What follows belongs to an exercise in optimizing a design on an open flow for small area, a short achievable clock period and few clock cycles per item; a production flow would make more cautious choices.
In this exercise RTL edits were held to simulation tests only and were not proved equivalent to the original.

## cordic_top
module cordic_top (
	input logic clk,
	input logic rst,
	input logic signed [ 31:0 ] in_din,
	input logic in_we,
	input logic out_re,
	output logic in_full,
	output logic signed [ 1:0 ] [ 15:0 ] out_dout,
	output logic out_empty
);
	localparam logic signed [ 31:0 ]
		PI       = 32'sd51472,
		TWO_PI   = 32'sd102944,
		HALF_PI  = 32'sd25736,
		THREE_HALF_PI = 32'sd77208;
	localparam logic [ 15:0 ] PI_LO = 16'd51472, TWO_PI_LO = 16'd37408;  
	localparam logic [ 31:0 ] RES_ZERO = { 16'sd16383, 16'sd2 };
	logic accept, adv, stuck;
	logic signed [ 31:0 ] r, src;
	logic [ 16:0 ] e_dout;
	logic e_full, e_full_c;
	logic busy, busy_c, far_in, far_q, big_q, cy, step_lo_en;
	logic [ 1:0 ] ph;
	logic [ 20:0 ] lo_sum;
	logic [ 19:0 ] k_lo;
	localparam logic [ 19:0 ]
		K2  = 20'd102944,      
		K8  = 20'd411776,      
		K2N = 20'd945632,      
		K8N = 20'd636800;      
	assign far_in = ( in_din > TWO_PI ) || ( in_din < -TWO_PI );
	assign k_lo = r[ 31 ] ? ( big_q ? K8 : K2 ) : ( big_q ? K8N : K2N );
	cordic_add #( .W( 21 ) ) u_step ( .a( { 1'b0, r[ 19:0 ] } ), .b( { 1'b0, k_lo } ), .cin( 1'b0 ), .s( lo_sum ) );
	assign step_lo_en = busy & ( ph == 2'd0 ) & far_q;
	always_ff @( posedge clk ) begin
		if ( accept )
			r[ 19:0 ] <= in_din[ 19:0 ];
		else if ( step_lo_en )
			r[ 19:0 ] <= lo_sum[ 19:0 ];
	end
	always_ff @( posedge clk ) begin
		if ( accept )
			r[ 31:20 ] <= in_din[ 31:20 ];
		else if ( busy && ph == 2'd1 )
			r[ 31:20 ] <= r[ 31 ] ? r[ 31:20 ] + { 11'd0, cy } : r[ 31:20 ] - { 11'd0, ~cy };
	end
	always_ff @( posedge clk ) begin
		cy <= lo_sum[ 20 ];
		if ( accept ) begin
			far_q <= far_in;
			big_q <= ( in_din >= 32'sd1048576 ) || ( in_din < -32'sd1048576 );
		end
		else if ( ph == 2'd2 ) begin
			far_q <= ( r > TWO_PI ) || ( r < -TWO_PI );
			big_q <= ( r >= 32'sd1048576 ) || ( r < -32'sd1048576 );
		end
	end
	always_ff @( posedge clk, posedge rst ) begin
		if ( rst )
			ph <= 2'd0;
		else if ( accept )
			ph <= 2'd0;
		else if ( step_lo_en || ph != 2'd0 )
			ph <= ( ph == 2'd2 ) ? 2'd0 : ph + 2'd1;
	end
	assign busy_c = accept ? far_in : ( busy & ( ph != 2'd0 || far_q ) );
	logic signed [ 17:0 ] rs;
	logic sub2, sub1, add2, add1;
	logic [ 15:0 ] z_k, z_red;
	logic f_red;
	assign src = accept ? in_din : r;
	assign rs = src[ 17:0 ];
  ...
Size in the first run: about 4500 cells after synthesis, roughly 590 flip-flops, ~70 I/O pins, about 42000 um2 of cells after synthesis.
make LEC_CHECK=0 ABC_AREA=1 CAP_MARGIN=20 CORE_MARGIN=2 CORE_UTILIZATION=40 PLACE_DENSITY=0.6 SETUP_SLACK_MARGIN=3.0 SLEW_MARGIN=20 finish   # period 6.0 ns
run.sh (not shown) runs the stock make flow with config.mk's settings and CLKGATE_MAP_FILE= SYNTH_SCRIPT=/design/flow/synth_recipe.tcl, a recipe that flattens the netlist after the stock synthesis.
Testbench counts at the start, summed over its fixed seeds: cycles 8,192, items 8,192.
Change:
Settings changed: ABC_AREA 1 to not set, CORE_UTILIZATION 40 to 50, PLACE_DENSITY 0.6 to 0.65.
Outcome:
- The changed run completed with no timing, DRC or antenna violations
- setup slack stays flat
- die area came out lower by 23%
- global-route usage went up by 4.8 points
- count of clock-buffer cells in the layout goes up by 1
- synthesized area fell by about 3.6%
- via count decreases by about 11%
Change:
Settings changed: CORE_UTILIZATION 50 to 40, CTS_CLUSTER_DIAMETER set to 60, CTS_CLUSTER_SIZE set to 20, PLACE_DENSITY 0.65 to 0.6.
Clock skew grows by 0.013 ns. Global-route usage shrinks by 4.0 points. Fmax shrinks by 1.8%. Via count grows by 0.74%. First-iteration DRC count shrinks by 1.6%. Core utilization shrinks by 11 points.
Change:
Settings changed: CORE_UTILIZATION 40 to 50, CTS_CLUSTER_DIAMETER 60 to not set, CTS_CLUSTER_SIZE 20 to not set, PLACE_DENSITY 0.6 to 0.65, SETUP_SLACK_MARGIN 3.0 to 3.2, TNS_END_PERCENT set to 40.
- The new run finished clean
- area after synthesis does not change
- wire length went up by 2.8%
- final cell count decreases by 3.0%

* * *

## run C
cordic_top again, from the RTL that the note above started with.
clock: 6.0 ns
lec_check: 0
cap_margin: 20
core_margin: 2
core_utilization: 40
place_density: 0.6
setup_slack_margin: 3.2
slew_margin: 20
Run C: PASS, flow complete, no timing, DRC or antenna violations
Testbench counts of run C, summed over its fixed seeds: cycles 8,192, items 8,192.
> inputs changed (run C -> run F)
- SETUP_SLACK_MARGIN changed from 3.2 to 3.0
Notes after the runs:
- Going from run C to run F, the number of logic stages on the critical path including buffering was found to have gone down by 5.
- Changes observed in run F relative to run C: fmax went down about 1.9%; global-route usage held; post-route worst setup slack went down 0.056 ns; clock period minus final worst setup slack went up 0.056 ns.
- Post-detailed-route DRC marker count: run F vs run C identical
- Total routed wirelength (run F over run C): decrease, 0.99%
- Remaining max-slew budget at the tightest pin: run F < run C
- [run F] share of final-layout standard cells stronger than drive strength 1 fell 5.4 points relative to run C
- Compared with run C, run F shows critical path data arrival time higher by 0.04 ns.

* * *

Setup of exp/zinc:
Starting RTL as in the previous note.
==> flow/design.v (excerpt) <==
module cordic_top (
	input logic clk,
	input logic rst,
	input logic signed [ 31:0 ] in_din,
	input logic in_we,
	input logic out_re,
	output logic in_full,
	output logic signed [ 1:0 ] [ 15:0 ] out_dout,
	output logic out_empty
);
Settings: LEC_CHECK=0, CAP_MARGIN=20, CORE_MARGIN=2, CORE_UTILIZATION=40, PLACE_DENSITY=0.6, SETUP_SLACK_MARGIN=2.7, SLEW_MARGIN=20; clock period 6.0 ns.
exp/zinc: done, clean on timing, DRC and antenna
Testbench counts of exp/zinc, summed over its fixed seeds: cycles 8,192, items 8,192.
The following lists how exp/harbor was set up differently from exp/zinc:
- swapping 20 for 5 in CAP_MARGIN
- swapping 40 for 50 in CORE_UTILIZATION
- swapping 0.6 for 0.65 in PLACE_DENSITY
- swapping 2.7 for 3.0 in SETUP_SLACK_MARGIN
- swapping 20 for 5 in SLEW_MARGIN
[summary]
Summary of exp/harbor over exp/zinc: largest incremental delay on the critical path held; number of gates on the worst path with buffers counted has increased. Relative to exp/zinc, area of all placed cells without fillers increased by 1000 um2 in exp/harbor. Between exp/harbor and exp/zinc, the maximum achievable frequency is higher for exp/harbor. Taking exp/zinc as the reference, in exp/harbor worst hold slack did not really move; met1 capacity usage during global routing went up; total routed wirelength went up; die footprint went down. Depth of the worst register-to-register path, exp/harbor and exp/zinc: smaller value in exp/zinc. exp/harbor has more setup slack than exp/zinc.
Edits applied to the flow inputs when going from exp/harbor to exp/tundra:
- CAP_MARGIN now 20, was 5
- CORE_UTILIZATION now 40, was 50
- PLACE_DENSITY now 0.6, was 0.65
- SETUP_SLACK_MARGIN now 3.5, was 3.0
- SLEW_MARGIN now 20, was 5
- Looking at die area, exp/tundra sits above exp/harbor.
- Fraction of area in clock buffers and inverters in exp/tundra vs exp/harbor: down 0.57 points
- Filler cell count went up by more than 10% going from exp/harbor to exp/tundra.
- Re slack of the worst reg-to-reg path: exp/tundra is 0.03 ns up on exp/harbor.
- Lower worst slew margin relative to its limit among exp/harbor and exp/tundra: exp/harbor
Relative to exp/tundra, the following input files were edited for exp/juniper:
- swapping 3.5 for 3.1 in SETUP_SLACK_MARGIN
[summary]
- exp/juniper finished every stage and its layout cleared the timing, DRC and antenna checks.
- As far as post-layout minimum cycle time is concerned, exp/tundra and exp/juniper perform about the same.
- As far as final cycle utilization of the critical path is concerned, exp/tundra and exp/juniper perform about the same.
- Relative to exp/tundra, the count of clock-net buffers in the final layout of exp/juniper is higher by 3.
- Core utilization of the finished layout, exp/tundra and exp/juniper: lower on exp/juniper
- Delta (exp/juniper minus exp/tundra): buffers inserted during post-CTS setup optimization shrank by about 66%, total area of multi-input combinational cells shrank by about 13%, met2 track demand over resource shrank by 2.9 points, global-route usage shrank by 2.2 points, post-layout instance area shrank by 12%.
- On exp/juniper: total wire length after detailed routing is about 14% lower than what exp/tundra gave.

==> what the ideal ports hide <==
The flow's constraints put no driver on any port. The routed layouts listed below were extracted and timed again, unchanged, in two steps.
Step 1: set_driving_cell puts a clkbuf_16 on clk and a buf_2 on each other input, an assumption about the parent block.
Step 2 also shifts input and output timing later by t, the mid clock arrival at the registers, as if the neighbouring blocks saw the same clock.
a / b / c = no drivers / after step 1 / after step 2; a / b = the first two.
| run | t, ns | setup slack, ns | latest minus earliest clock arrival (ns) | slew at the worst register clock pin (ns) | worst data-port slew with drivers (ns) |
|---|---|---|---|---|---|
| the first run of note 1 | 0.688 | 3.026 / 3.021 / 2.442 | 0.038 / 0.037 | 0.06 / 0.06 | 0.04 |
| the second run of note 1 | 0.666 | 3.026 / 3.026 / 2.557 | 0.031 / 0.032 | 0.06 / 0.06 | 0.03 |
| the third run of note 1 | 0.692 | 2.971 / 2.971 / 2.508 | 0.046 / 0.046 | 0.08 / 0.08 | 0.08 |
| the fourth run of note 1 | 0.682 | 3.045 / 3.045 / 2.625 | 0.028 / 0.028 | 0.06 / 0.06 | 0.06 |
| run C | 0.689 | 3.092 / 3.092 / 2.713 | 0.030 / 0.030 | 0.06 / 0.06 | 0.06 |
| run F | 0.683 | 3.036 / 3.036 / 2.527 | 0.023 / 0.024 | 0.06 / 0.06 | 0.08 |
| exp/zinc | 0.681 | 2.726 / 2.726 / 2.561 | 0.056 / 0.056 | 0.06 / 0.06 | 0.05 |
| exp/harbor | 0.666 | 3.026 / 3.026 / 2.557 | 0.031 / 0.032 | 0.06 / 0.06 | 0.03 |
| exp/tundra | 0.692 | 3.054 / 3.054 / 2.923 | 0.032 / 0.032 | 0.07 / 0.07 | 0.06 |
| exp/juniper | 0.686 | 3.051 / 3.051 / 2.696 | 0.063 / 0.062 | 0.06 / 0.06 | 0.06 |
After both steps setup and hold are still met in every run listed. For the first run of note 1, which loses most, drivers alone change the setup slack by -0.005 ns; drivers and shift together by -0.584 ns.
